This design comes from an exercise in tuning for small area and a short achievable clock period on the open sky130 flow, not from production work. Function was not checked in any run shown here: the RTL went through the layout flow alone.

## design/flow/run.sh

```bash
#!/bin/bash
# synth_recipe.tcl (not shown) runs the flow's synth.tcl, then flattens the netlist and writes it again
# the make line also repeats each setting of config.mk as NAME=value (left out here)
make -C /OpenROAD-flow-scripts/flow DESIGN_CONFIG=/design/flow/config.mk WORK_HOME=/design/flow/orfs CLKGATE_MAP_FILE= SYNTH_SCRIPT=/design/flow/synth_recipe.tcl finish
```

## design/flow/config.mk

```make
export PLATFORM = sky130hd
export DESIGN_NAME = datapathB_behavioral
export DESIGN_NICKNAME = datapathB_behavioral
export VERILOG_FILES = /design/flow/design.v
export SDC_FILE = /design/flow/constraint.sdc
export NUM_CORES = 4
export LEC_CHECK = 0
export CAP_MARGIN = 20
export CORE_MARGIN = 2
export CORE_UTILIZATION = 40
export CTS_BUF_LIST = sky130_fd_sc_hd__clkbuf_8
export CTS_CLUSTER_SIZE = 40
export SETUP_SLACK_MARGIN = 2.5
export SLEW_MARGIN = 20
```

## design/flow/constraint.sdc

```tcl
create_clock -name core_clock -period 6.0 [get_ports {CLK}]
set_input_delay 1.2000 -clock core_clock [delete_from_list [all_inputs] [get_ports {CLK}]]
set_output_delay 1.2000 -clock core_clock [all_outputs]
set_load 0.01 [all_outputs]
```

## design/flow/design.v

```verilog
module datapathB_behavioral
  #(parameter WLx = 8, parameter WLc = 8)
  ( input signed [WLx-1:0] x,
    input signed [WLc-1:0] a, b, c,
    input CLK,
    output signed [(WLx+WLc+WLc)+1:0] outR
  );
  reg [11:0] ex1, ex2; reg [7:0] a1, b1, c1, c2; reg [15:0] y2; reg [22:0] zA3, zB3, z4;
  wire n_1;
  wire n_2;
  wire n_3;
  wire n_4;
  wire n_5;
  wire n_6;
  wire n_7;
  wire n_8;
  wire n_9;
  wire n_10;
  wire n_11;
  wire n_12;
  wire n_13;
  wire n_14;
  wire n_15;
  wire n_16;
  wire n_17;
  wire n_18;
  wire n_19;
  wire n_20;
  wire n_21;
  wire n_22;
  wire n_23;
  wire n_24;
  wire n_25;
  wire n_26;
  wire n_27;
  wire n_28;
  wire n_29;
  wire n_30;
  wire n_31;
  wire n_32;
  wire n_33;
  wire n_34;
  wire n_35;
  wire n_36;
  wire n_37;
  wire n_38;
  wire n_39;
  wire n_40;
  wire n_41;
  wire n_42;
  wire n_43;
  wire n_44;
  wire n_45;
  wire n_46;
  wire n_47;
  wire n_48;
  wire n_49;
  wire n_50;
  wire n_51;
  wire n_52;
  wire n_53;
  wire n_54;
  wire n_55;
  wire n_56;
  wire n_57;
  wire n_58;
  wire n_59;
  wire n_60;
  wire n_61;
  wire n_62;
  wire n_63;
  wire n_64;
  wire n_65;
  wire n_66;
  wire n_67;
  wire n_68;
  wire n_69;
  wire n_70;
  wire n_71;
  wire n_72;
  wire n_73;
  wire n_74;
  wire n_75;
  wire n_76;
  wire n_77;
  wire n_78;
  wire n_79;
  wire n_80;
  wire n_81;
  wire n_82;
  wire n_83;
  wire n_84;
  wire n_85;
  wire n_86;
  wire n_87;
  wire n_88;
  wire n_89;
  wire n_90;
  wire n_91;
  wire n_92;
  wire n_93;
  wire n_94;
  wire n_95;
  wire n_96;
  wire n_97;
  wire n_98;
  wire n_99;
  wire n_100;
  wire n_101;
  wire n_102;
  wire n_103;
  wire n_104;
  wire n_105;
  wire n_106;
  wire n_107;
  wire n_108;
  wire n_109;
  wire n_110;
  wire n_111;
  wire n_112;
  wire n_113;
  wire n_114;
  wire n_115;
  wire n_116;
  wire n_117;
  wire n_118;
  wire n_119;
  wire n_120;
  wire n_121;
  wire n_122;
  wire n_123;
  wire n_124;
  wire n_125;
  wire n_126;
  wire n_127;
  wire n_128;
  wire n_129;
  wire n_130;
  wire n_131;
  wire n_132;
  wire n_133;
  wire n_134;
  wire n_135;
  wire n_136;
  wire n_137;
  wire n_138;
  wire n_139;
  wire n_140;
  wire n_141;
  wire n_142;
  wire n_143;
  wire n_144;
  wire n_145;
  wire n_146;
  wire n_147;
  wire n_148;
  wire n_149;
  wire n_150;
  wire n_151;
  wire n_152;
  wire n_153;
  wire n_154;
  wire n_155;
  wire n_156;
  wire n_157;
  wire n_158;
  wire n_159;
  wire n_160;
  wire n_161;
  wire n_162;
  wire n_163;
  wire n_164;
  wire n_165;
  wire n_166;
  wire n_167;
  wire n_168;
  wire n_169;
  wire n_170;
  wire n_171;
  wire n_172;
  wire n_173;
  wire n_174;
  wire n_175;
  wire n_176;
  wire n_177;
  wire n_178;
  wire n_179;
  wire n_180;
  wire n_181;
  wire n_182;
  wire n_183;
  wire n_184;
  wire n_185;
  wire n_186;
  wire n_187;
  wire n_188;
  wire n_189;
  wire n_190;
  wire n_191;
  wire n_192;
  wire n_193;
  wire n_194;
  wire n_195;
  wire n_196;
  wire n_197;
  wire n_198;
  wire n_199;
  wire n_200;
  wire n_201;
  wire n_202;
  wire n_203;
  wire n_204;
  wire n_205;
  wire n_206;
  wire n_207;
  wire n_208;
  wire n_209;
  wire n_210;
  wire n_211;
  wire n_212;
  wire n_213;
  wire n_214;
  wire n_215;
  wire n_216;
  wire n_217;
  wire n_218;
  wire n_219;
  wire n_220;
  wire n_221;
  wire n_222;
  wire n_223;
  wire n_224;
  wire n_225;
  wire n_226;
  wire n_227;
  wire n_228;
  wire n_229;
  wire n_230;
  wire n_231;
  wire n_232;
  wire n_233;
  wire n_234;
  wire n_235;
  wire n_236;
  wire n_237;
  wire n_238;
  wire n_239;
  wire n_240;
  wire n_241;
  wire n_242;
  wire n_243;
  wire n_244;
  wire n_245;
  wire n_246;
  wire n_247;
  wire n_248;
  wire n_249;
  wire n_250;
  wire n_251;
  wire n_252;
  wire n_253;
  wire n_254;
  wire n_255;
  wire n_256;
  wire n_257;
  wire n_258;
  wire n_259;
  wire n_260;
  wire n_261;
  wire n_262;
  wire n_263;
  wire n_264;
  wire n_265;
  wire n_266;
  wire n_267;
  wire n_268;
  wire n_269;
  wire n_270;
  wire n_271;
  wire n_272;
  wire n_273;
  wire n_274;
  wire n_275;
  wire n_276;
  wire n_277;
  wire n_278;
  wire n_279;
  wire n_280;
  wire n_281;
  wire n_282;
  wire n_283;
  wire n_284;
  wire n_285;
  wire n_286;
  wire n_287;
  wire n_288;
  wire n_289;
  wire n_290;
  wire n_291;
  wire n_292;
  wire n_293;
  wire n_294;
  wire n_295;
  wire n_296;
  assign n_1 = ((a1[0] & ex1[0]) ^ ex1[2]);
  assign n_2 = (((a1[1] & ex1[0]) | (a1[0] & ex1[1])) ^ ex1[2]);
  assign n_3 = (((a1[2] & ex1[0]) | (a1[1] & ex1[1])) ^ ex1[2]);
  assign n_4 = (((a1[3] & ex1[0]) | (a1[2] & ex1[1])) ^ ex1[2]);
  assign n_5 = (((a1[4] & ex1[0]) | (a1[3] & ex1[1])) ^ ex1[2]);
  assign n_6 = (((a1[5] & ex1[0]) | (a1[4] & ex1[1])) ^ ex1[2]);
  assign n_7 = (((a1[6] & ex1[0]) | (a1[5] & ex1[1])) ^ ex1[2]);
  assign n_8 = (((a1[7] & ex1[0]) | (a1[6] & ex1[1])) ^ ex1[2]);
  assign n_9 = ~((((a1[7] & ex1[0]) | (a1[7] & ex1[1])) ^ ex1[2]));
  assign n_10 = ((a1[0] & ex1[3]) ^ ex1[5]);
  assign n_11 = (((a1[1] & ex1[3]) | (a1[0] & ex1[4])) ^ ex1[5]);
  assign n_12 = (((a1[2] & ex1[3]) | (a1[1] & ex1[4])) ^ ex1[5]);
  assign n_13 = (((a1[3] & ex1[3]) | (a1[2] & ex1[4])) ^ ex1[5]);
  assign n_14 = (((a1[4] & ex1[3]) | (a1[3] & ex1[4])) ^ ex1[5]);
  assign n_15 = (((a1[5] & ex1[3]) | (a1[4] & ex1[4])) ^ ex1[5]);
  assign n_16 = (((a1[6] & ex1[3]) | (a1[5] & ex1[4])) ^ ex1[5]);
  assign n_17 = (((a1[7] & ex1[3]) | (a1[6] & ex1[4])) ^ ex1[5]);
  assign n_18 = ~((((a1[7] & ex1[3]) | (a1[7] & ex1[4])) ^ ex1[5]));
  assign n_19 = ((a1[0] & ex1[6]) ^ ex1[8]);
  assign n_20 = (((a1[1] & ex1[6]) | (a1[0] & ex1[7])) ^ ex1[8]);
  assign n_21 = (((a1[2] & ex1[6]) | (a1[1] & ex1[7])) ^ ex1[8]);
  assign n_22 = (((a1[3] & ex1[6]) | (a1[2] & ex1[7])) ^ ex1[8]);
  assign n_23 = (((a1[4] & ex1[6]) | (a1[3] & ex1[7])) ^ ex1[8]);
  assign n_24 = (((a1[5] & ex1[6]) | (a1[4] & ex1[7])) ^ ex1[8]);
  assign n_25 = (((a1[6] & ex1[6]) | (a1[5] & ex1[7])) ^ ex1[8]);
  assign n_26 = (((a1[7] & ex1[6]) | (a1[6] & ex1[7])) ^ ex1[8]);
  assign n_27 = ~((((a1[7] & ex1[6]) | (a1[7] & ex1[7])) ^ ex1[8]));
  assign n_28 = ((a1[0] & ex1[9]) ^ ex1[11]);
  assign n_29 = (((a1[1] & ex1[9]) | (a1[0] & ex1[10])) ^ ex1[11]);
  assign n_30 = (((a1[2] & ex1[9]) | (a1[1] & ex1[10])) ^ ex1[11]);
  assign n_31 = (((a1[3] & ex1[9]) | (a1[2] & ex1[10])) ^ ex1[11]);
  assign n_32 = (((a1[4] & ex1[9]) | (a1[3] & ex1[10])) ^ ex1[11]);
  assign n_33 = (((a1[5] & ex1[9]) | (a1[4] & ex1[10])) ^ ex1[11]);
  assign n_34 = (((a1[6] & ex1[9]) | (a1[5] & ex1[10])) ^ ex1[11]);
  assign n_35 = (((a1[7] & ex1[9]) | (a1[6] & ex1[10])) ^ ex1[11]);
  assign n_36 = ~((((a1[7] & ex1[9]) | (a1[7] & ex1[10])) ^ ex1[11]));
  assign n_37 = n_5 ^ n_12;
  assign n_38 = n_5 & n_12;
  assign n_39 = n_6 ^ n_13;
  assign n_40 = n_6 & n_13;
  assign n_41 = n_7 ^ n_14 ^ n_21;
  assign n_42 = (n_7 & n_14) | (n_7 & n_21) | (n_14 & n_21);
  assign n_43 = n_28 ^ ex1[11];
  assign n_44 = n_28 & ex1[11];
  assign n_45 = n_8 ^ n_15 ^ n_22;
  assign n_46 = (n_8 & n_15) | (n_8 & n_22) | (n_15 & n_22);
  assign n_47 = n_29 ^ ~b1[7] ^ 1'b1;
  assign n_48 = (n_29 & ~b1[7]) | (n_29 & 1'b1) | (~b1[7] & 1'b1);
  assign n_49 = n_9 ^ n_16 ^ n_23;
  assign n_50 = (n_9 & n_16) | (n_9 & n_23) | (n_16 & n_23);
  assign n_51 = n_17 ^ n_24;
  assign n_52 = n_17 & n_24;
  assign n_53 = n_3 ^ n_10;
  assign n_54 = n_3 & n_10;
  assign n_55 = n_4 ^ n_11;
  assign n_56 = n_4 & n_11;
  assign n_57 = n_19 ^ ex1[8] ^ b1[4];
  assign n_58 = (n_19 & ex1[8]) | (n_19 & b1[4]) | (ex1[8] & b1[4]);
  assign n_59 = n_20 ^ b1[5] ^ n_39;
  assign n_60 = (n_20 & b1[5]) | (n_20 & n_39) | (b1[5] & n_39);
  assign n_61 = b1[6] ^ n_41 ^ n_43;
  assign n_62 = (b1[6] & n_41) | (b1[6] & n_43) | (n_41 & n_43);
  assign n_63 = n_45 ^ n_47 ^ n_42;
  assign n_64 = (n_45 & n_47) | (n_45 & n_42) | (n_47 & n_42);
  assign n_65 = n_30 ^ n_49 ^ n_46;
  assign n_66 = (n_30 & n_49) | (n_30 & n_46) | (n_49 & n_46);
  assign n_67 = n_31 ^ 1'b1 ^ n_51;
  assign n_68 = (n_31 & 1'b1) | (n_31 & n_51) | (1'b1 & n_51);
  assign n_69 = n_18 ^ n_25 ^ n_32;
  assign n_70 = (n_18 & n_25) | (n_18 & n_32) | (n_25 & n_32);
  assign n_71 = n_26 ^ n_33;
  assign n_72 = n_26 & n_33;
  assign n_73 = n_1 ^ ex1[2];
  assign n_74 = n_1 & ex1[2];
  assign n_75 = n_2 ^ b1[1];
  assign n_76 = n_2 & b1[1];
  assign n_77 = ex1[5] ^ b1[2] ^ n_53;
  assign n_78 = (ex1[5] & b1[2]) | (ex1[5] & n_53) | (b1[2] & n_53);
  assign n_79 = b1[3] ^ n_55 ^ n_54;
  assign n_80 = (b1[3] & n_55) | (b1[3] & n_54) | (n_55 & n_54);
  assign n_81 = n_37 ^ n_57 ^ n_56;
  assign n_82 = (n_37 & n_57) | (n_37 & n_56) | (n_57 & n_56);
  assign n_83 = n_38 ^ n_59 ^ n_58;
  assign n_84 = (n_38 & n_59) | (n_38 & n_58) | (n_59 & n_58);
  assign n_85 = n_40 ^ n_61 ^ n_60;
  assign n_86 = (n_40 & n_61) | (n_40 & n_60) | (n_61 & n_60);
  assign n_87 = n_44 ^ n_63 ^ n_62;
  assign n_88 = (n_44 & n_63) | (n_44 & n_62) | (n_63 & n_62);
  assign n_89 = n_48 ^ n_65 ^ n_64;
  assign n_90 = (n_48 & n_65) | (n_48 & n_64) | (n_65 & n_64);
  assign n_91 = n_50 ^ n_67 ^ n_66;
  assign n_92 = (n_50 & n_67) | (n_50 & n_66) | (n_67 & n_66);
  assign n_93 = n_52 ^ n_69 ^ n_68;
  assign n_94 = (n_52 & n_69) | (n_52 & n_68) | (n_69 & n_68);
  assign n_95 = 1'b1 ^ n_71 ^ n_70;
  assign n_96 = (1'b1 & n_71) | (1'b1 & n_70) | (n_71 & n_70);
  assign n_97 = n_27 ^ n_34 ^ n_72;
  assign n_98 = (n_27 & n_34) | (n_27 & n_72) | (n_34 & n_72);
  assign n_99 = n_35 ^ 1'b1;
  assign n_100 = n_35 & 1'b1;
  assign n_101 = ((y2[0] & ex2[0]) ^ ex2[2]);
  assign n_102 = (((y2[1] & ex2[0]) | (y2[0] & ex2[1])) ^ ex2[2]);
  assign n_103 = (((y2[2] & ex2[0]) | (y2[1] & ex2[1])) ^ ex2[2]);
  assign n_104 = (((y2[3] & ex2[0]) | (y2[2] & ex2[1])) ^ ex2[2]);
  assign n_105 = (((y2[4] & ex2[0]) | (y2[3] & ex2[1])) ^ ex2[2]);
  assign n_106 = (((y2[5] & ex2[0]) | (y2[4] & ex2[1])) ^ ex2[2]);
  assign n_107 = (((y2[6] & ex2[0]) | (y2[5] & ex2[1])) ^ ex2[2]);
  assign n_108 = (((y2[7] & ex2[0]) | (y2[6] & ex2[1])) ^ ex2[2]);
  assign n_109 = (((y2[8] & ex2[0]) | (y2[7] & ex2[1])) ^ ex2[2]);
  assign n_110 = (((y2[9] & ex2[0]) | (y2[8] & ex2[1])) ^ ex2[2]);
  assign n_111 = (((y2[10] & ex2[0]) | (y2[9] & ex2[1])) ^ ex2[2]);
  assign n_112 = (((y2[11] & ex2[0]) | (y2[10] & ex2[1])) ^ ex2[2]);
  assign n_113 = (((y2[12] & ex2[0]) | (y2[11] & ex2[1])) ^ ex2[2]);
  assign n_114 = (((y2[13] & ex2[0]) | (y2[12] & ex2[1])) ^ ex2[2]);
  assign n_115 = (((y2[14] & ex2[0]) | (y2[13] & ex2[1])) ^ ex2[2]);
  assign n_116 = (((y2[15] & ex2[0]) | (y2[14] & ex2[1])) ^ ex2[2]);
  assign n_117 = ~((((y2[15] & ex2[0]) | (y2[15] & ex2[1])) ^ ex2[2]));
  assign n_118 = ((y2[0] & ex2[3]) ^ ex2[5]);
  assign n_119 = (((y2[1] & ex2[3]) | (y2[0] & ex2[4])) ^ ex2[5]);
  assign n_120 = (((y2[2] & ex2[3]) | (y2[1] & ex2[4])) ^ ex2[5]);
  assign n_121 = (((y2[3] & ex2[3]) | (y2[2] & ex2[4])) ^ ex2[5]);
  assign n_122 = (((y2[4] & ex2[3]) | (y2[3] & ex2[4])) ^ ex2[5]);
  assign n_123 = (((y2[5] & ex2[3]) | (y2[4] & ex2[4])) ^ ex2[5]);
  assign n_124 = (((y2[6] & ex2[3]) | (y2[5] & ex2[4])) ^ ex2[5]);
  assign n_125 = (((y2[7] & ex2[3]) | (y2[6] & ex2[4])) ^ ex2[5]);
  assign n_126 = (((y2[8] & ex2[3]) | (y2[7] & ex2[4])) ^ ex2[5]);
  assign n_127 = (((y2[9] & ex2[3]) | (y2[8] & ex2[4])) ^ ex2[5]);
  assign n_128 = (((y2[10] & ex2[3]) | (y2[9] & ex2[4])) ^ ex2[5]);
  assign n_129 = (((y2[11] & ex2[3]) | (y2[10] & ex2[4])) ^ ex2[5]);
  assign n_130 = (((y2[12] & ex2[3]) | (y2[11] & ex2[4])) ^ ex2[5]);
  assign n_131 = (((y2[13] & ex2[3]) | (y2[12] & ex2[4])) ^ ex2[5]);
  assign n_132 = (((y2[14] & ex2[3]) | (y2[13] & ex2[4])) ^ ex2[5]);
  assign n_133 = (((y2[15] & ex2[3]) | (y2[14] & ex2[4])) ^ ex2[5]);
  assign n_134 = ~((((y2[15] & ex2[3]) | (y2[15] & ex2[4])) ^ ex2[5]));
  assign n_135 = ((y2[0] & ex2[6]) ^ ex2[8]);
  assign n_136 = (((y2[1] & ex2[6]) | (y2[0] & ex2[7])) ^ ex2[8]);
  assign n_137 = (((y2[2] & ex2[6]) | (y2[1] & ex2[7])) ^ ex2[8]);
  assign n_138 = (((y2[3] & ex2[6]) | (y2[2] & ex2[7])) ^ ex2[8]);
  assign n_139 = (((y2[4] & ex2[6]) | (y2[3] & ex2[7])) ^ ex2[8]);
  assign n_140 = (((y2[5] & ex2[6]) | (y2[4] & ex2[7])) ^ ex2[8]);
  assign n_141 = (((y2[6] & ex2[6]) | (y2[5] & ex2[7])) ^ ex2[8]);
  assign n_142 = (((y2[7] & ex2[6]) | (y2[6] & ex2[7])) ^ ex2[8]);
  assign n_143 = (((y2[8] & ex2[6]) | (y2[7] & ex2[7])) ^ ex2[8]);
  assign n_144 = (((y2[9] & ex2[6]) | (y2[8] & ex2[7])) ^ ex2[8]);
  assign n_145 = (((y2[10] & ex2[6]) | (y2[9] & ex2[7])) ^ ex2[8]);
  assign n_146 = (((y2[11] & ex2[6]) | (y2[10] & ex2[7])) ^ ex2[8]);
  assign n_147 = (((y2[12] & ex2[6]) | (y2[11] & ex2[7])) ^ ex2[8]);
  assign n_148 = (((y2[13] & ex2[6]) | (y2[12] & ex2[7])) ^ ex2[8]);
  assign n_149 = (((y2[14] & ex2[6]) | (y2[13] & ex2[7])) ^ ex2[8]);
  assign n_150 = (((y2[15] & ex2[6]) | (y2[14] & ex2[7])) ^ ex2[8]);
  assign n_151 = ~((((y2[15] & ex2[6]) | (y2[15] & ex2[7])) ^ ex2[8]));
  assign n_152 = ((y2[0] & ex2[9]) ^ ex2[11]);
  assign n_153 = (((y2[1] & ex2[9]) | (y2[0] & ex2[10])) ^ ex2[11]);
  assign n_154 = (((y2[2] & ex2[9]) | (y2[1] & ex2[10])) ^ ex2[11]);
  assign n_155 = (((y2[3] & ex2[9]) | (y2[2] & ex2[10])) ^ ex2[11]);
  assign n_156 = (((y2[4] & ex2[9]) | (y2[3] & ex2[10])) ^ ex2[11]);
  assign n_157 = (((y2[5] & ex2[9]) | (y2[4] & ex2[10])) ^ ex2[11]);
  assign n_158 = (((y2[6] & ex2[9]) | (y2[5] & ex2[10])) ^ ex2[11]);
  assign n_159 = (((y2[7] & ex2[9]) | (y2[6] & ex2[10])) ^ ex2[11]);
  assign n_160 = (((y2[8] & ex2[9]) | (y2[7] & ex2[10])) ^ ex2[11]);
  assign n_161 = (((y2[9] & ex2[9]) | (y2[8] & ex2[10])) ^ ex2[11]);
  assign n_162 = (((y2[10] & ex2[9]) | (y2[9] & ex2[10])) ^ ex2[11]);
  assign n_163 = (((y2[11] & ex2[9]) | (y2[10] & ex2[10])) ^ ex2[11]);
  assign n_164 = (((y2[12] & ex2[9]) | (y2[11] & ex2[10])) ^ ex2[11]);
  assign n_165 = (((y2[13] & ex2[9]) | (y2[12] & ex2[10])) ^ ex2[11]);
  assign n_166 = (((y2[14] & ex2[9]) | (y2[13] & ex2[10])) ^ ex2[11]);
  assign n_167 = (((y2[15] & ex2[9]) | (y2[14] & ex2[10])) ^ ex2[11]);
  assign n_168 = ~((((y2[15] & ex2[9]) | (y2[15] & ex2[10])) ^ ex2[11]));
  assign n_169 = n_105 ^ n_120;
  assign n_170 = n_105 & n_120;
  assign n_171 = n_106 ^ n_121;
  assign n_172 = n_106 & n_121;
  assign n_173 = n_107 ^ n_122 ^ n_137;
  assign n_174 = (n_107 & n_122) | (n_107 & n_137) | (n_122 & n_137);
  assign n_175 = n_152 ^ ex2[11];
  assign n_176 = n_152 & ex2[11];
  assign n_177 = n_108 ^ n_123 ^ n_138;
  assign n_178 = (n_108 & n_123) | (n_108 & n_138) | (n_123 & n_138);
  assign n_179 = n_153 ^ ~c2[7] ^ 1'b1;
  assign n_180 = (n_153 & ~c2[7]) | (n_153 & 1'b1) | (~c2[7] & 1'b1);
  assign n_181 = n_109 ^ n_124 ^ n_139;
  assign n_182 = (n_109 & n_124) | (n_109 & n_139) | (n_124 & n_139);
  assign n_183 = n_154 ^ 1'b1;
  assign n_184 = n_154 & 1'b1;
  assign n_185 = n_110 ^ n_125 ^ n_140;
  assign n_186 = (n_110 & n_125) | (n_110 & n_140) | (n_125 & n_140);
  assign n_187 = n_155 ^ 1'b1;
  assign n_188 = n_155 & 1'b1;
  assign n_189 = n_111 ^ n_126 ^ n_141;
  assign n_190 = (n_111 & n_126) | (n_111 & n_141) | (n_126 & n_141);
  assign n_191 = n_156 ^ 1'b1;
  assign n_192 = n_156 & 1'b1;
  assign n_193 = n_112 ^ n_127 ^ n_142;
  assign n_194 = (n_112 & n_127) | (n_112 & n_142) | (n_127 & n_142);
  assign n_195 = n_157 ^ 1'b1;
  assign n_196 = n_157 & 1'b1;
  assign n_197 = n_113 ^ n_128 ^ n_143;
  assign n_198 = (n_113 & n_128) | (n_113 & n_143) | (n_128 & n_143);
  assign n_199 = n_158 ^ 1'b1;
  assign n_200 = n_158 & 1'b1;
  assign n_201 = n_114 ^ n_129 ^ n_144;
  assign n_202 = (n_114 & n_129) | (n_114 & n_144) | (n_129 & n_144);
  assign n_203 = n_159 ^ 1'b1;
  assign n_204 = n_159 & 1'b1;
  assign n_205 = n_115 ^ n_130 ^ n_145;
  assign n_206 = (n_115 & n_130) | (n_115 & n_145) | (n_130 & n_145);
  assign n_207 = n_160 ^ 1'b1;
  assign n_208 = n_160 & 1'b1;
  assign n_209 = n_116 ^ n_131 ^ n_146;
  assign n_210 = (n_116 & n_131) | (n_116 & n_146) | (n_131 & n_146);
  assign n_211 = n_161 ^ 1'b1;
  assign n_212 = n_161 & 1'b1;
  assign n_213 = n_117 ^ n_132 ^ n_147;
  assign n_214 = (n_117 & n_132) | (n_117 & n_147) | (n_132 & n_147);
  assign n_215 = n_133 ^ n_148;
  assign n_216 = n_133 & n_148;
  assign n_217 = n_103 ^ n_118;
  assign n_218 = n_103 & n_118;
  assign n_219 = n_104 ^ n_119;
  assign n_220 = n_104 & n_119;
  assign n_221 = n_135 ^ ex2[8] ^ c2[4];
  assign n_222 = (n_135 & ex2[8]) | (n_135 & c2[4]) | (ex2[8] & c2[4]);
  assign n_223 = n_136 ^ c2[5] ^ n_171;
  assign n_224 = (n_136 & c2[5]) | (n_136 & n_171) | (c2[5] & n_171);
  assign n_225 = c2[6] ^ n_173 ^ n_175;
  assign n_226 = (c2[6] & n_173) | (c2[6] & n_175) | (n_173 & n_175);
  assign n_227 = n_177 ^ n_179 ^ n_174;
  assign n_228 = (n_177 & n_179) | (n_177 & n_174) | (n_179 & n_174);
  assign n_229 = n_181 ^ n_183 ^ n_178;
  assign n_230 = (n_181 & n_183) | (n_181 & n_178) | (n_183 & n_178);
  assign n_231 = n_185 ^ n_187 ^ n_182;
  assign n_232 = (n_185 & n_187) | (n_185 & n_182) | (n_187 & n_182);
  assign n_233 = n_189 ^ n_191 ^ n_186;
  assign n_234 = (n_189 & n_191) | (n_189 & n_186) | (n_191 & n_186);
  assign n_235 = n_193 ^ n_195 ^ n_190;
  assign n_236 = (n_193 & n_195) | (n_193 & n_190) | (n_195 & n_190);
  assign n_237 = n_197 ^ n_199 ^ n_194;
  assign n_238 = (n_197 & n_199) | (n_197 & n_194) | (n_199 & n_194);
  assign n_239 = n_201 ^ n_203 ^ n_198;
  assign n_240 = (n_201 & n_203) | (n_201 & n_198) | (n_203 & n_198);
  assign n_241 = n_205 ^ n_207 ^ n_202;
  assign n_242 = (n_205 & n_207) | (n_205 & n_202) | (n_207 & n_202);
  assign n_243 = n_209 ^ n_211 ^ n_206;
  assign n_244 = (n_209 & n_211) | (n_209 & n_206) | (n_211 & n_206);
  assign n_245 = n_162 ^ n_213 ^ n_210;
  assign n_246 = (n_162 & n_213) | (n_162 & n_210) | (n_213 & n_210);
  assign n_247 = n_163 ^ 1'b1 ^ n_215;
  assign n_248 = (n_163 & 1'b1) | (n_163 & n_215) | (1'b1 & n_215);
  assign n_249 = n_134 ^ n_149 ^ n_164;
  assign n_250 = (n_134 & n_149) | (n_134 & n_164) | (n_149 & n_164);
  assign n_251 = n_150 ^ n_165;
  assign n_252 = n_150 & n_165;
  assign n_253 = n_101 ^ ex2[2];
  assign n_254 = n_101 & ex2[2];
  assign n_255 = n_102 ^ c2[1];
  assign n_256 = n_102 & c2[1];
  assign n_257 = ex2[5] ^ c2[2] ^ n_217;
  assign n_258 = (ex2[5] & c2[2]) | (ex2[5] & n_217) | (c2[2] & n_217);
  assign n_259 = c2[3] ^ n_219 ^ n_218;
  assign n_260 = (c2[3] & n_219) | (c2[3] & n_218) | (n_219 & n_218);
  assign n_261 = n_169 ^ n_221 ^ n_220;
  assign n_262 = (n_169 & n_221) | (n_169 & n_220) | (n_221 & n_220);
  assign n_263 = n_170 ^ n_223 ^ n_222;
  assign n_264 = (n_170 & n_223) | (n_170 & n_222) | (n_223 & n_222);
  assign n_265 = n_172 ^ n_225 ^ n_224;
  assign n_266 = (n_172 & n_225) | (n_172 & n_224) | (n_225 & n_224);
  assign n_267 = n_176 ^ n_227 ^ n_226;
  assign n_268 = (n_176 & n_227) | (n_176 & n_226) | (n_227 & n_226);
  assign n_269 = n_180 ^ n_229 ^ n_228;
  assign n_270 = (n_180 & n_229) | (n_180 & n_228) | (n_229 & n_228);
  assign n_271 = n_184 ^ n_231 ^ n_230;
  assign n_272 = (n_184 & n_231) | (n_184 & n_230) | (n_231 & n_230);
  assign n_273 = n_188 ^ n_233 ^ n_232;
  assign n_274 = (n_188 & n_233) | (n_188 & n_232) | (n_233 & n_232);
  assign n_275 = n_192 ^ n_235 ^ n_234;
  assign n_276 = (n_192 & n_235) | (n_192 & n_234) | (n_235 & n_234);
  assign n_277 = n_196 ^ n_237 ^ n_236;
  assign n_278 = (n_196 & n_237) | (n_196 & n_236) | (n_237 & n_236);
  assign n_279 = n_200 ^ n_239 ^ n_238;
  assign n_280 = (n_200 & n_239) | (n_200 & n_238) | (n_239 & n_238);
  assign n_281 = n_204 ^ n_241 ^ n_240;
  assign n_282 = (n_204 & n_241) | (n_204 & n_240) | (n_241 & n_240);
  assign n_283 = n_208 ^ n_243 ^ n_242;
  assign n_284 = (n_208 & n_243) | (n_208 & n_242) | (n_243 & n_242);
  assign n_285 = n_212 ^ n_245 ^ n_244;
  assign n_286 = (n_212 & n_245) | (n_212 & n_244) | (n_245 & n_244);
  assign n_287 = n_214 ^ n_247 ^ n_246;
  assign n_288 = (n_214 & n_247) | (n_214 & n_246) | (n_247 & n_246);
  assign n_289 = n_216 ^ n_249 ^ n_248;
  assign n_290 = (n_216 & n_249) | (n_216 & n_248) | (n_249 & n_248);
  assign n_291 = 1'b1 ^ n_251 ^ n_250;
  assign n_292 = (1'b1 & n_251) | (1'b1 & n_250) | (n_251 & n_250);
  assign n_293 = n_151 ^ n_166 ^ n_252;
  assign n_294 = (n_151 & n_166) | (n_151 & n_252) | (n_166 & n_252);
  assign n_295 = n_167 ^ 1'b1;
  assign n_296 = n_167 & 1'b1;
  wire [15:0] yA = {1'b1, n_36, n_99, n_97, n_95, n_93, n_91, n_89, n_87, n_85, n_83, n_81, n_79, n_77, n_75, b1[0]};
  wire [15:0] yB = {1'b0, n_100, n_98, n_96, n_94, n_92, n_90, n_88, n_86, n_84, n_82, n_80, n_78, n_76, n_74, n_73};
  wire [22:0] zA = {n_168, n_295, n_293, n_291, n_289, n_287, n_285, n_283, n_281, n_279, n_277, n_275, n_273, n_271, n_269, n_267, n_265, n_263, n_261, n_259, n_257, n_255, c2[0]};
  wire [22:0] zB = {n_296, n_294, n_292, n_290, n_288, n_286, n_284, n_282, n_280, n_278, n_276, n_274, n_272, n_270, n_268, n_266, n_264, n_262, n_260, n_258, n_256, n_254, n_253};
  always @(posedge CLK) begin
    ex1 <= {x[7], ((x[7] & ~x[6] & ~x[5]) | (~x[7] & x[6] & x[5])), (x[6] ^ x[5]), x[5], ((x[5] & ~x[4] & ~x[3]) | (~x[5] & x[4] & x[3])), (x[4] ^ x[3]), x[3], ((x[3] & ~x[2] & ~x[1]) | (~x[3] & x[2] & x[1])), (x[2] ^ x[1]), x[1], (x[1] & ~x[0]), x[0]}; a1 <= a; b1 <= b; c1 <= c;
    ex2 <= ex1; c2 <= c1; y2 <= yA + yB;
    zA3 <= zA; zB3 <= zB;
    z4 <= zA3 + zB3;
  end
  assign outR = {{3{z4[22]}}, z4};
endmodule
```

==> reports/metrics.csv, run 1 <==
stage,metric,value,unit
clock_network,cts.clk_slew.worst_paths,0.08,ns
worst_setup_path,cp.required,6.34,ns
sta,clock.fmax,272.3,MHz
sta,skew,0.01059,ns
worst_setup_path,crit_path_start_kind,flip-flop,
floorplanning,initial_core_util,40.47,%
global_routing,grt_first_pass_wirelength,27.49,mm
clock_network,clkLatencyLatePin,0.46,ns
detailed_routing,routed_wl,16.21,mm
placement,portBuffers,58,
detailed_routing,drt-pass1-iter-count,4,
synthesis,ys.flop_type,dfxtp_1,
detailed_routing,routed.top_layer,met4,
worst_setup_path,worstReg2RegEnd,y2[13],
sta,slew_headroom,29.90,%
floorplanning,die-area,22240,um^2
sta,finalCriticalPeriod,3.672,ns
worst_setup_path,r2r_start,ex1[6],
synthesis,synthCells,846,
clock_network,clock-sinks,141,
finish,area.sequential,2873,um^2
global_routing,overflow,0,
detailed_routing,wl_per_cell,14.02,um
worst_setup_path,critPathSlowestCell,fa_1,
floorplanning,io_pins,59,
sta,drv_slew,0,
finish,syn_to_final_growth,17.19,%
finish,fill_cells,1972,
detailed_routing,route.met3.wl,503,um
detailed_routing,drt_iter0_drc,214,
global_routing,grt_max_degree,18,
synthesis,netlist_area,8427,um^2
worst_setup_path,crit_top_cell,fa_1,
global_routing,grt_pass1_vias,5683,
synthesis,syn_nets,998,
sta,hold_viol_final,0,
worst_setup_path,path_class,reg2reg,
finish,final_util,47.43,%
placement,dpl-instance-area,9160,um^2
finish,antenna_cells,0,
clock_network,clockBufferDepth,2,
placement,place_hpwl,12.31,mm
detailed_routing,vias,5605,
detailed_routing,final_antenna_net_count,0,
worst_setup_path,endpoint_kind,flip-flop,
detailed_routing,drc,0,
placement,place_congestion,0.7973,
worst_hold_path,holdPathEnd,c2[2],
floorplanning,rows,53,
synthesis,syn_area_per_cell,9.961,um^2
clock_network,cts_root_buffer,clkbuf_8,
worst_hold_path,hp-class,reg2reg,
sta,hold_ws,0.3287,ns
synthesis,yosysSeqAreaShare,33.50,%
finish,post-route-cell-area,9876,um^2
synthesis,synthArstFlopShare,0,%
finish,multi_input_area,5122,um^2
placement,dp.cells,1113,
run,drv_cap,0,
detailed_routing,vias_per_cell,4.849,
sta,tightest_slew,1.050,ns
run_status,status,no timing/DRC/antenna violations,
worst_hold_path,hold_path_startpoint,c1[2],
worst_setup_path,crit_fanout,6,
worst_setup_path,critPathLaunch,ex1[6],
worst_hold_path,whs_path_depth,0,
synthesis,synth_warnings,1,
sta,rsz0062_at_grt,yes,
floorplanning,core-area,20820,um^2
global_routing,antenna_found_initial,0,
detailed_routing,drt-met1-wl,7.726,mm
global_routing,grt_usage,15.52,%
worst_setup_path,critPathArrivalTime,4.01,ns
finish,drive_above_1_share,11.01,%
worst_setup_path,rrSetupSlack,2.33,ns
synthesis,yosys_register_bits,141,
detailed_routing,dr_wl_met2,7.680,mm
floorplanning,die_w,149.1,um
clock_network,cts_tree,done,
finish,fin_cells,1156,
clock_network,h-tree-depth,4,
worst_setup_path,r2r_cells,14,
finish,nNetsFinal,1022,
clock_network,cts_made_buffers,17,
synthesis,synth_edf_count,0,
sta,finalSetupViolations,0,
clock_network,hold_buffers,0,
floorplanning,die_h,149.1,um
worst_setup_path,crit_path_max_incr_delay,0.49,ns
sta,fin_crit_sh,61.20,%
synthesis,synth_cell_types,48,
sta,tns,0,ns
worst_setup_path,crit_chain,a22oi_2 -> xnor2_1 -> fa_1 -> fa_1 -> inv_1 -> fa_1 -> inv_2 -> ha_4 -> a2111oi_4 -> o21ai_2 -> a31o_4 -> a21oi_4 -> o21ai_2 -> xor2_1,
## layer usage
| layer | global-route usage [%] | vias up |
|---|---|---|
| li1 | - | 2837 |
| met1 | 19.86 | 2630 |
| met2 | 25.99 | 114 |
| met3 | 3.242 | 24 |
| met4 | 5.619 | 0 |
| met5 | 0 | - |
## critical path, delay by kind of cell, from the launching register on
kind | cells | cell delay, ns
AOI/OAI and AO/OA | 6 | 1.10
buffers and inverters | 2 | 0.09
adders and majority gates | 4 | 1.67
DFF | 1 | 0.38
xor gates and xnor gates | 2 | 0.30
## flip-flops by register name, indices dropped and copies added, names as in the netlist, 12 cells and up
| signal | flops |
|---|---|
| zA3 | 23 |
| z4 | 23 |
| y2 | 16 |
| zB3 | 23 |
| ex1 | 12 |
| ex2 | 12 |
## layout make-up
type | instances | share of cell area [%]
clock buffers | 17 | 2.369
clock inverters | 13 | 2.027
inverters | 111 | 4.257
multi-input cells | 528 | 51.87
flip-flops and latches | 141 | 29.09
well taps | 275 | 3.484
repair buffers | 71 | 6.905
## kinds of logic after synthesis
group	share of synthesized area, %
DFF	33.50
AOI/OAI and AO/OA	15.47
adders and majority gates	23.19
and+or+nand+nor	5.211
muxes	0.2524
xor gates and xnor gates	14.24
buffers and inverters	8.136
## cell usage after synthesis, types with 4 or more instances
cell	number	area share, %
nor2b_1	9	0.67
xor2_1	56	5.8
clkbuf_2	7	0.42
a31oi_1	8	0.59
inv_1	110	4.9
nand2b_1	7	0.52
a21oi_1	26	1.5
o21ai_0	28	1.7
xnor2_1	81	8.4
dfxtp_1	141	33
ha_1	57	8.5
nand4_1	4	0.30
nor2_1	15	0.67
o21a_1	4	0.36
nand3_1	8	0.48
clkbuf_1	54	2.4
a21o_1	10	0.89
a22oi_1	88	7.8
fa_1	62	15
nand2_1	18	0.80
and2_1	6	0.45
## cells in the final DEF, fill, tap and decap left out, types with 3 or more instances in the layout
cell type / synthesis / routed
o21ai_0: 28 / 22
dfxtp_4: 0 / 12
inv_1: 110 / 107
buf_4: 3 / 12
nor2_1: 15 / 15
a21o_1: 10 / 10
a22oi_2: 0 / 9
nand3_1: 8 / 8
nand2b_1: 7 / 7
nor2b_1: 9 / 9
xnor2_1: 81 / 80
clkbuf_8: 0 / 17
and2_1: 6 / 6
nor3_1: 3 / 3
xor2_1: 56 / 54
dfxtp_2: 0 / 4
and3_1: 3 / 3
o21bai_1: 3 / 3
clkdlybuf4s50_1: 0 / 58
fa_1: 62 / 62
or3_1: 3 / 3
inv_2: 0 / 5
a31oi_1: 8 / 6
o21ai_1: 0 / 3
nand3b_1: 3 / 3
ha_4: 0 / 4
clkinvlp_4: 0 / 3
ha_1: 57 / 53
o31a_1: 3 / 3
nand2_1: 18 / 18
dfxtp_1: 141 / 125
o41ai_2: 3 / 3
nand4_1: 4 / 4
bufinv_16: 0 / 5
a22oi_1: 88 / 79
a21oi_1: 26 / 24
o21ai_2: 0 / 3
o21a_1: 4 / 4
## worst max path at each step
| stage | end | slack (ns) | cells after the start |
|---|---|---|---|
| 3_5_place_dp | y2[13] | 2.02 | 13 |
| 6_report | y2[13] | 2.33 | 14 |
| 4_1_cts | y2[13] | 2.35 | 14 |
| 2_1_floorplan | y2[13] | 2.34 | 15 |
| 5_1_grt | y2[13] | 2.22 | 15 |
| 3_3_place_gp | y2[14] | 2.04 | 14 |
## through the flow
stage                     worst slack (ns)
after floorplan                      2.340
after global placement               2.040
after detailed placement             2.016
after CTS                            2.346
after global routing                 2.216
final                                2.328
## timing repair
action	CTS	global route
setup endpoints to repair	7	13
gates resized for setup	30	29
buffers inserted	9	4
pin swaps	14	19
gates cloned	0	0
==> run 2: changes to the inputs <==
==> design/flow/flow/run.sh (new file) <==
#!/bin/bash
# Standard ORFS layout, with two changes: full adders are left to ABC instead of being
# mapped to fa/ha cells, and the port buffers are buf_2 instead of the delay buffer
# buffer_ports picks by default. Every port still gets its own buffer.
set -euo pipefail
export ADDER_MAP_FILE=
export BUFFER_PORTS_ARGS="-buffer_cell sky130_fd_sc_hd__buf_2"
bash standard.sh > standard_flow.log 2>&1
==> design/flow/standard.sh (new file) <==
#!/bin/bash
# synth_recipe.tcl (not shown) runs the flow's synth.tcl, then flattens the netlist and writes it again
# the make line also repeats each setting of config.mk as NAME=value (left out here)
make -C /OpenROAD-flow-scripts/flow DESIGN_CONFIG=/design/flow/config.mk WORK_HOME=/design/flow/orfs CLKGATE_MAP_FILE= SYNTH_SCRIPT=/design/flow/synth_recipe.tcl "${@:-finish}"
removed: design/flow/run.sh
==> run 2 against run 1 <==
Net effect:
- non-clock buffer count is 29 higher
- critical path type unchanged
- register-to-register slack worse by 0.18 ns
- setup slack worse by 0.18 ns
- clock skew is 0.0034 ns higher
- clock-buffer cell count stayed put
- die area is 0.50% higher
==> reports/metrics.csv, run 2 <==
stage,metric,value,unit,change
synthesis,synthArstFlopShare,0,%,unchanged
placement,place_ws,1.637,ns,was 2.016 ns
sta,skew,0.01401,ns,was 0.01059 ns
finish,mostFrequentLayoutCells,"xnor2_1, dfxtp_1, a22oi_1",,"was dfxtp_1, inv_1, xnor2_1"
finish,final_util,48.39,%,was 47.43%
finish,multi_input_area,5753,um^2,was 5122 um^2
worst_setup_path,crit_path_max_incr_delay,0.36,ns,was 0.49 ns
sta,hold_viol_final,0,,unchanged
sta,tns,0,ns,unchanged
sta,slew_headroom,27.89,%,was 29.90%
finish,fill_cells,1954,,was 1972
clock_network,clkLatencyLatePin,0.45,ns,was 0.46 ns
synthesis,synth_cell_types,58,,was 48
worst_setup_path,crit_chain,a31oi_4 -> nor2_1 -> maj3_1 -> maj3_2 -> a2111o_1 -> o31ai_2 -> nor3_2 -> maj3_2 -> maj3_2 -> maj3_2 -> maj3_2 -> maj3_2 -> maj3_2 -> xnor2_1,,was a22oi_2 -> xnor2_1 -> fa_1 -> fa_1 -> inv_1 -> fa_1 -> inv_2 -> ha_4 -> a2111oi_4 -> o21ai_2 -> a31o_4 -> a21oi_4 -> o21ai_2 -> xor2_1
synthesis,netlist.area_leader.share,33.32,%,was 33.50%
floorplanning,core-area,20890,um^2,was 20820 um^2
placement,place_congestion,0.8492,,was 0.7973
run,drv_cap,0,,unchanged
clock_network,clock-sinks,141,,unchanged
synthesis,yosysSeqAreaShare,33.32,%,was 33.50%
global_routing,grt_first_pass_wirelength,27.41,mm,was 27.49 mm
detailed_routing,wl_per_cell,12.92,um,was 14.02 um
global_routing,grt_max_degree,19,,was 18
floorplanning,initial_core_util,40.55,%,was 40.47%
detailed_routing,final_antenna_net_count,0,,unchanged
sta,drv_slew,0,,unchanged
finish,nNetsFinal,1009,,was 1022
worst_setup_path,crit_path_start_kind,flip-flop,,unchanged
finish,antenna_cells,0,,unchanged
sta,finalCriticalPeriod,3.855,ns,was 3.672 ns
synthesis,synthTopCellsByArea,"dfxtp_1, xnor2_1, a22oi_1",,"was dfxtp_1, fa_1, ha_1"
sta,rsz0062_at_grt,yes,,unchanged
finish,drive_above_1_share,23.86,%,was 11.01%
detailed_routing,vias_per_cell,4.922,,was 4.849
worst_setup_path,cpLargestDelayFamily,adder cells,,unchanged
sta,hold_ws,0.3277,ns,was 0.3287 ns
worst_setup_path,crit_top_cell,maj3_2,,was fa_1
floorplanning,io_pins,59,,unchanged
global_routing,overflow,0,,unchanged
clock_network,clockBufferDepth,2,,unchanged
synthesis,synth_warnings,1,,unchanged
sta,finalSetupViolations,0,,unchanged
detailed_routing,vias,6221,,was 5605
synthesis,synthCells,919,,was 846
worst_setup_path,critPathArrivalTime,4.20,ns,was 4.01 ns
floorplanning,die_h,149.5,um,was 149.1 um
clock_network,cts_tree,done,,unchanged
finish,area.sequential,2883,um^2,was 2873 um^2
synthesis,synth_edf_count,0,,unchanged
clock_network,cts.clk_slew.worst_paths,0.08,ns,about the same
detailed_routing,drt_iter0_drc,252,,was 214
synthesis,yosys_register_bits,141,,unchanged
floorplanning,rows,53,,unchanged
detailed_routing,drt-pass1-iter-count,5,,was 4
placement,place_hpwl,11.69,mm,was 12.31 mm
sta,tightest_slew,1.080,ns,was 1.050 ns
clock_network,cts_made_buffers,17,,unchanged
synthesis,syn_area_per_cell,9.217,um^2,was 9.961 um^2
worst_setup_path,cp.required,6.34,ns,about the same
floorplanning,die_w,149.5,um,was 149.1 um
floorplanning,die-area,22360,um^2,was 22240 um^2
sta,fin_crit_sh,64.25,%,was 61.20%
synthesis,yosys.area.top_type,dfxtp_1,,unchanged
synthesis,netlist_area,8471,um^2,was 8427 um^2
worst_setup_path,path_class,reg2reg,,unchanged
worst_setup_path,path_buf_inv,0,,was 2
synthesis,syn_nets,952,,was 998
global_routing,grt_pass1_vias,5765,,was 5683
sta,final.setup.worst_slack,2.145,ns,was 2.328 ns
finish,syn_to_final_growth,19.32,%,was 17.19%
synthesis,synth_commonest_cells,"xnor2_1, dfxtp_1, a22oi_1, nor2_1, xor2_1",,"was dfxtp_1, inv_1, a22oi_1, xnor2_1, fa_1"
detailed_routing,routed_wl,16.33,mm,was 16.21 mm
global_routing,grt_usage,15.07,%,was 15.52%
synthesis,ys.flop_type,dfxtp_1,,unchanged
clock_network,cts_root_buffer,clkbuf_8,,unchanged
synthesis,yosysMostFrequentCell,xnor2_1,,was dfxtp_1
worst_setup_path,critPathSlowestCell,dfxtp_4,,was fa_1
detailed_routing,drc,0,,unchanged
run_status,status,no timing/DRC/antenna violations,,unchanged
worst_hold_path,hp-class,reg2reg,,unchanged
global_routing,antenna_found_initial,1,,was 0
sta,clock.fmax,259.4,MHz,was 272.3 MHz
finish,final_common_cell,xnor2_1,,was dfxtp_1
clock_network,h-tree-depth,4,,unchanged
placement,portBuffers,58,,unchanged
worst_setup_path,endpoint_kind,flip-flop,,unchanged
worst_setup_path,crit_fanout,3,,was 6
finish,largestRegisters,"z4 (23), zA3 (23), zB3 (23)",,unchanged
[run 2: changes by cell type after synthesis, sizes merged, moves of 7 or more]
cell	previous run	this run
ha	57	0
xor2	56	49
xnor2	81	249
buf	5	14
nand2	18	47
inv	110	12
nor2	15	53
maj3	0	53
fa	62	0
clkbuf	61	47
[run 2: cells by family (layout without fill, tap and decap cells)]
logic type                 after synthesis  after routing  synth area share [%]
adders and majority gates               53             53                 6.381
xor gates and xnor gates               301            301                 31.73
AOI/OAI and AO/OA                      197            197                 16.37
muxes                                    6              6                0.7533
buffers and inverters                   74            144                 3.634
DFF                                    141            141                 33.32
and+or+nand+nor                        147            147                 7.814
[run 2: layout make-up]
cell class,instances,area share (%)
Clock buffer,17,2.315
Clock inverter,15,2.166
Inverter,12,0.4457
Multi-Input combinational cell,704,56.92
Sequential cell,141,28.52
Tap cell,275,3.404
Timing Repair Buffer,100,6.227
[run 2: worst paths after layout]
path	from	end	slack, ns	cells after the start
max	zB3[10]	z4[22]	2.14	14
min	c1[0]	c2[0]	0.33	0
max reg2reg	zB3[10]	z4[22]	2.14	14
min reg2reg	c1[0]	c2[0]	0.33	0
[run 2: per-layer routing]
| metal | global-route usage, % | share of wire (%) | wire, um |
|---|---|---|---|
| met5 | 0 | 0 | 0 |
| met4 | 4.429 | 1.2 | 203 |
| met3 | 3.598 | 4.0 | 647 |
| met2 | 25.02 | 47 | 7723 |
| met1 | 19.44 | 47 | 7755 |
[run 2: what timing repair did]
| action | CTS | global route |
|---|---|---|
| endpoints found under the setup margin | 9 | 8 |
| pin swaps | 33 | 31 |
| gates resized for setup | 57 | 36 |
| hold buffers | 0 | 0 |
| buffers inserted | 23 | 19 |
[run 2: metrics by stage]
step / std cells / instance area, um^2
2_1_floorplan: 919 / 8597
3_3_place_gp: 1190 / 8939
3_5_place_dp: 1190 / 8939
4_1_cts: 1245 / 9789
5_1_grt: 1264 / 10110
6_report: 1264 / 10110
==> run 3: changes to the inputs <==
--- a/design/flow/design.v
+++ b/design/flow/design.v
@@ -6,5 +6,8 @@
     output signed [(WLx+WLc+WLc)+1:0] outR
   );
-  reg [11:0] ex1, ex2; reg [7:0] a1, b1, c1, c2; reg [15:0] y2; reg [22:0] zA3, zB3, z4;
+  reg [11:0] ex1; reg [7:0] a1, b1, c1, c2;
+  reg [11:0] ex2;
+  reg [7:0] ylo2; reg [7:0] yhA2, yhB2; reg cy2;
+  reg [5:0] zlo3; reg [16:0] zhA3, zhB3; reg cz3; reg [22:0] z4;
   wire n_1;
   wire n_2;
@@ -601,11 +604,15 @@
   wire [15:0] yA = {1'b1, n_36, n_99, n_97, n_95, n_93, n_91, n_89, n_87, n_85, n_83, n_81, n_79, n_77, n_75, b1[0]};
   wire [15:0] yB = {1'b0, n_100, n_98, n_96, n_94, n_92, n_90, n_88, n_86, n_84, n_82, n_80, n_78, n_76, n_74, n_73};
+  wire [8:0] ylo = yA[7:0] + yB[7:0];
+  wire [15:0] y2 = {yhA2 + yhB2 + cy2, ylo2};
   wire [22:0] zA = {n_168, n_295, n_293, n_291, n_289, n_287, n_285, n_283, n_281, n_279, n_277, n_275, n_273, n_271, n_269, n_267, n_265, n_263, n_261, n_259, n_257, n_255, c2[0]};
   wire [22:0] zB = {n_296, n_294, n_292, n_290, n_288, n_286, n_284, n_282, n_280, n_278, n_276, n_274, n_272, n_270, n_268, n_266, n_264, n_262, n_260, n_258, n_256, n_254, n_253};
+  wire [6:0] zlo = zA[5:0] + zB[5:0];
   always @(posedge CLK) begin
     ex1 <= {x[7], ((x[7] & ~x[6] & ~x[5]) | (~x[7] & x[6] & x[5])), (x[6] ^ x[5]), x[5], ((x[5] & ~x[4] & ~x[3]) | (~x[5] & x[4] & x[3])), (x[4] ^ x[3]), x[3], ((x[3] & ~x[2] & ~x[1]) | (~x[3] & x[2] & x[1])), (x[2] ^ x[1]), x[1], (x[1] & ~x[0]), x[0]}; a1 <= a; b1 <= b; c1 <= c;
-    ex2 <= ex1; c2 <= c1; y2 <= yA + yB;
-    zA3 <= zA; zB3 <= zB;
-    z4 <= zA3 + zB3;
+    ex2 <= ex1; c2 <= c1;
+    ylo2 <= ylo[7:0]; cy2 <= ylo[8]; yhA2 <= yA[15:8]; yhB2 <= yB[15:8];
+    zlo3 <= zlo[5:0]; cz3 <= zlo[6]; zhA3 <= zA[22:6]; zhB3 <= zB[22:6];
+    z4 <= {zhA3 + zhB3 + cz3, zlo3};
   end
   assign outR = {{3{z4[22]}}, z4};
==> design/flow/run.sh (new file) <==
#!/bin/bash
# synth_recipe.tcl (not shown) runs the flow's synth.tcl, then flattens the netlist and writes it again
# the make line also repeats each setting of config.mk as NAME=value (left out here)
make -C /OpenROAD-flow-scripts/flow DESIGN_CONFIG=/design/flow/config.mk WORK_HOME=/design/flow/orfs CLKGATE_MAP_FILE= SYNTH_SCRIPT=/design/flow/synth_recipe.tcl finish
--- a/design/flow/config.mk
+++ b/design/flow/config.mk
@@ -11,4 +11,4 @@
 export CTS_BUF_LIST = sky130_fd_sc_hd__clkbuf_8
 export CTS_CLUSTER_SIZE = 40
-export SETUP_SLACK_MARGIN = 2.5
+export SETUP_SLACK_MARGIN = 3.0
 export SLEW_MARGIN = 20
removed: design/flow/flow/run.sh
removed: design/flow/standard.sh
==> run 3 against run 2 <==
Net effect:
- non-clock buffer count fell by 16
- die area grew 1.8%
- largest cell class unchanged
- register-to-register slack improved by 0.29 ns
- synthesized area rose by 1.8%
- sequential share of layout area shrank 0.59 points
- clock-buffer cell count is the same
- cell count shrank 5.1%
- still clean on timing, DRC and antenna
- synthesized cell count down 5.7%
==> reports/metrics.csv, run 3 <==
stage,metric,value,unit,change
run_status,status,no timing/DRC/antenna violations,,unchanged
finish,antenna_cells,0,,unchanged
sta,final.setup.worst_slack,2.435,ns,was 2.145 ns
global_routing,grt_first_pass_wirelength,28.53,mm,was 27.41 mm
worst_setup_path,path_buf_inv,3,,was 0
sta,rsz0062_at_grt,yes,,unchanged
sta,finalCriticalPeriod,3.565,ns,was 3.855 ns
worst_setup_path,crit_path_max_incr_delay,0.55,ns,was 0.36 ns
synthesis,synth_cell_types,57,,was 58
synthesis,netlist_area,8626,um^2,was 8471 um^2
worst_setup_path,cp.required,6.39,ns,was 6.34 ns
floorplanning,die_w,150.9,um,was 149.5 um
synthesis,yosysMostFrequentCell,dfxtp_1,,was xnor2_1
clock_network,clkLatencyLatePin,0.44,ns,was 0.45 ns
synthesis,netlist.area_leader.share,33.19,%,was 33.32%
finish,final_common_cell,dfxtp_1,,was xnor2_1
clock_network,h-tree-depth,4,,unchanged
worst_setup_path,r2r_cells,13,,was 14
worst_setup_path,path_class,reg2reg,,unchanged
sta,hold_viol_final,0,,unchanged
global_routing,grt_pass1_vias,5949,,was 5765
placement,portBuffers,58,,unchanged
finish,largest_register_ffs,23,,
finish,top_register,z4,,
finish,mostFrequentLayoutCells,"dfxtp_1, inv_1, xnor2_1",,"was xnor2_1, dfxtp_1, a22oi_1"
worst_hold_path,holdPathEnd,z4[5],,was c2[0]
detailed_routing,drc,0,,unchanged
placement,place_ws,2.278,ns,was 1.637 ns
global_routing,overflow,0,,unchanged
global_routing,antenna_found_initial,0,,was 1
worst_hold_path,hp-class,reg2reg,,unchanged
worst_setup_path,crit_fanout,5,,was 3
worst_hold_path,whs_path_depth,0,,unchanged
detailed_routing,vias,5881,,was 6221
synthesis,yosysSeqAreaShare,33.19,%,was 33.32%
clock_network,cts_root_buffer,clkbuf_8,,unchanged
synthesis,synth_commonest_cells,"dfxtp_1, inv_1, xnor2_1, a22oi_1, fa_1",,"was xnor2_1, dfxtp_1, a22oi_1, nor2_1, xor2_1"
clock_network,clockBufferDepth,2,,unchanged
sta,finalSetupViolations,0,,unchanged
finish,fill_cells,1970,,was 1954
floorplanning,die-area,22760,um^2,was 22360 um^2
floorplanning,rows,53,,unchanged
detailed_routing,routed_wl,16.66,mm,was 16.33 mm
synthesis,yosys.area.top_type,dfxtp_1,,unchanged
run,drv_cap,0,,unchanged
synthesis,synthArstFlopShare,0,%,unchanged
detailed_routing,final_antenna_net_count,0,,unchanged
worst_setup_path,crit_top_cell,fa_2,,was maj3_2
clock_network,hold_buffers,0,,unchanged
finish,drive_above_1_share,18.29,%,was 23.86%
global_routing,grt_usage,15.73,%,was 15.07%
worst_setup_path,crit_cells,13,,was 14
sta,skew,0.009337,ns,was 0.01401 ns
synthesis,yosys_register_bits,143,,was 141
clock_network,cts_tree,done,,unchanged
worst_setup_path,endpoint_kind,flip-flop,,unchanged
sta,fin_crit_sh,59.41,%,was 64.25%
synthesis,synthTopCellsByArea,"dfxtp_1, fa_1, xnor2_1",,"was dfxtp_1, xnor2_1, a22oi_1"
detailed_routing,vias_per_cell,4.905,,was 4.922
sta,slew_headroom,30.39,%,was 27.89%
floorplanning,die_h,150.9,um,was 149.5 um
clock_network,clock-sinks,143,,was 141
synthesis,ys.flop_type,dfxtp_1,,unchanged
global_routing,grt_max_degree,21,,was 19
synthesis,synthCells,867,,was 919
placement,place_congestion,0.8201,,was 0.8492
sta,clock.fmax,280.5,MHz,was 259.4 MHz
worst_setup_path,cpLargestDelayFamily,adder cells,,unchanged
worst_setup_path,crit_chain,fa_2 -> inv_2 -> fa_2 -> nand2b_4 -> a21o_4 -> a211oi_2 -> a21boi_2 -> xnor2_2 -> fa_1 -> inv_1 -> fa_2 -> fa_1 -> inv_1,,was a31oi_4 -> nor2_1 -> maj3_1 -> maj3_2 -> a2111o_1 -> o31ai_2 -> nor3_2 -> maj3_2 -> maj3_2 -> maj3_2 -> maj3_2 -> maj3_2 -> maj3_2 -> xnor2_1
sta,tns,0,ns,unchanged
worst_setup_path,rrSetupSlack,2.44,ns,was 2.14 ns
synthesis,synth_edf_count,0,,unchanged
floorplanning,io_pins,59,,unchanged
worst_setup_path,crit_path_start_kind,flip-flop,,unchanged
worst_setup_path,critPathSlowestCell,fa_1,,was dfxtp_4
worst_hold_path,hold_path_startpoint,zlo3[5],,was c1[0]
sta,tightest_slew,1.043,ns,was 1.080 ns
clock_network,cts.clk_slew.worst_paths,0.07,ns,was 0.08 ns
detailed_routing,drt-pass1-iter-count,5,,unchanged
finish,nNetsFinal,1066,,was 1009
finish,syn_to_final_growth,22.00,%,was 19.32%
worst_setup_path,worstReg2RegEnd,zhA3[10],,was z4[22]
placement,place_hpwl,12.32,mm,was 11.69 mm
worst_setup_path,critPathArrivalTime,3.95,ns,was 4.20 ns
sta,drv_slew,0,,unchanged
detailed_routing,drt_iter0_drc,281,,was 252
floorplanning,initial_core_util,40.90,%,was 40.55%
floorplanning,core-area,21090,um^2,was 20890 um^2
worst_setup_path,r2r_start,cy2,,was zB3[10]
detailed_routing,wl_per_cell,13.89,um,was 12.92 um
synthesis,synth_warnings,1,,unchanged
clock_network,cts_made_buffers,17,,unchanged
synthesis,syn_area_per_cell,9.949,um^2,was 9.217 um^2
synthesis,syn_nets,1021,,was 952
finish,largestRegisters,"z4 (23), zhA3 (17), zhB3 (17)",,"was z4 (23), zA3 (23), zB3 (23)"
==> run 3: cell count changes in the layout (fill, tap and decap cells not counted), sizes merged, moves of 55 or more <==
cell,delta
xnor2,-154
inv,+99
buf,-74
fa,+66
clkdlybuf4s50,+58
ha,+55
==> run 3: kinds of logic (layout without fill, tap and decap cells) <==
family                   Yosys count  after routing  share of synthesized area (%)
AO/OA/AOI/OAI                    186            186                          15.61
buffers and inverters            174            231                          7.963
flip-flops                       143            143                          33.19
XOR/XNOR                         131            131                          13.30
adder cells (fa/ha/maj)          121            121                          23.30
AND/OR/NAND/NOR                  110            110                          6.397
multiplexers                       2              2                         0.2466
==> run 3: how the worst max path moves through the flow <==
| stage | start | to | slack [ns] |
|---|---|---|---|
| 2_1_floorplan | cy2 | zhA3[9] | 2.56 |
| 3_3_place_gp | cy2 | zhA3[10] | 2.30 |
| 3_5_place_dp | yhA2[6] | zhA3[9] | 2.28 |
| 4_1_cts | cy2 | zhA3[10] | 2.43 |
| 5_1_grt | cy2 | zhA3[10] | 2.30 |
| 6_report | cy2 | zhA3[10] | 2.44 |
==> run 3: through the flow <==
step | instance area (um^2) | hold WS [ns] | cells | utilization (%)
finish | 10520 | 0.3294 | 1199 | 49.91
global route | 10520 | 0.3379 | 1199 | 49.91
CTS | 10250 | 0.3329 | 1189 | 48.62
detailed placement | 9419 | 0.3143 | 1143 | 44.67
global placement | 9419 | 0.3129 | 1143 | 44.67
floorplan | 8792 | 0.3096 | 867 | -
==> run 3: layout make-up <==
type / instances / area [um^2] / share of cell area [%]
multi-input combinational: 550 / 5509 / 52.35
sequential: 143 / 2939 / 27.93
timing repair buffer: 84 / 787.0 / 7.478
inverter: 116 / 446.7 / 4.244
tap: 275 / 344.1 / 3.270
clock inverter: 14 / 264.0 / 2.509
clock buffer: 17 / 234.0 / 2.223
==> run 3: layer usage <==
| metal | vias to the layer above | wire length (um) | global-route usage [%] |
|---|---|---|---|
| li1 | 2957 | - | - |
| met1 | 2784 | 7766 | 20.59 |
| met2 | 126 | 8019 | 25.82 |
| met3 | 14 | 597 | 3.253 |
| met4 | 0 | 272 | 5.701 |
| met5 | - | 0 | 0 |
==> run 3: timing repair <==
action                                  CTS  global route
gates resized for setup                  68            41
endpoints found under the setup margin   33            30
buffers inserted                         15            10
pin swaps                                26            28

## what the ideal ports hide
How much do the figures lean on ideal ports? The routed layouts below were timed once more, with nothing changed but the port constraints. Step 1: set_driving_cell puts a clkbuf_16 on CLK and a buf_2 on each other input, an assumption about the parent block. Step 2 moves the port delays by t, midway between the first and last clock arrival at a register: inputs arrive t later, outputs are due t later. That takes back most of the time a late clock gives input paths. a / b / c = ideal ports / drivers / drivers and shift; a / b = the first two.
run	t, ns	setup slack, ns	worst hold slack (ns)	cell pins on the clock port's net
run 1	0.490	2.328 / 2.328 / 2.328	0.329 / 0.329 / 0.329	1
run 2	0.480	2.145 / 2.145 / 2.145	0.328 / 0.328 / 0.328	1
run 3	0.473	2.435 / 2.435 / 2.435	0.329 / 0.329 / 0.329	1
After both steps every run listed still meets setup and hold.
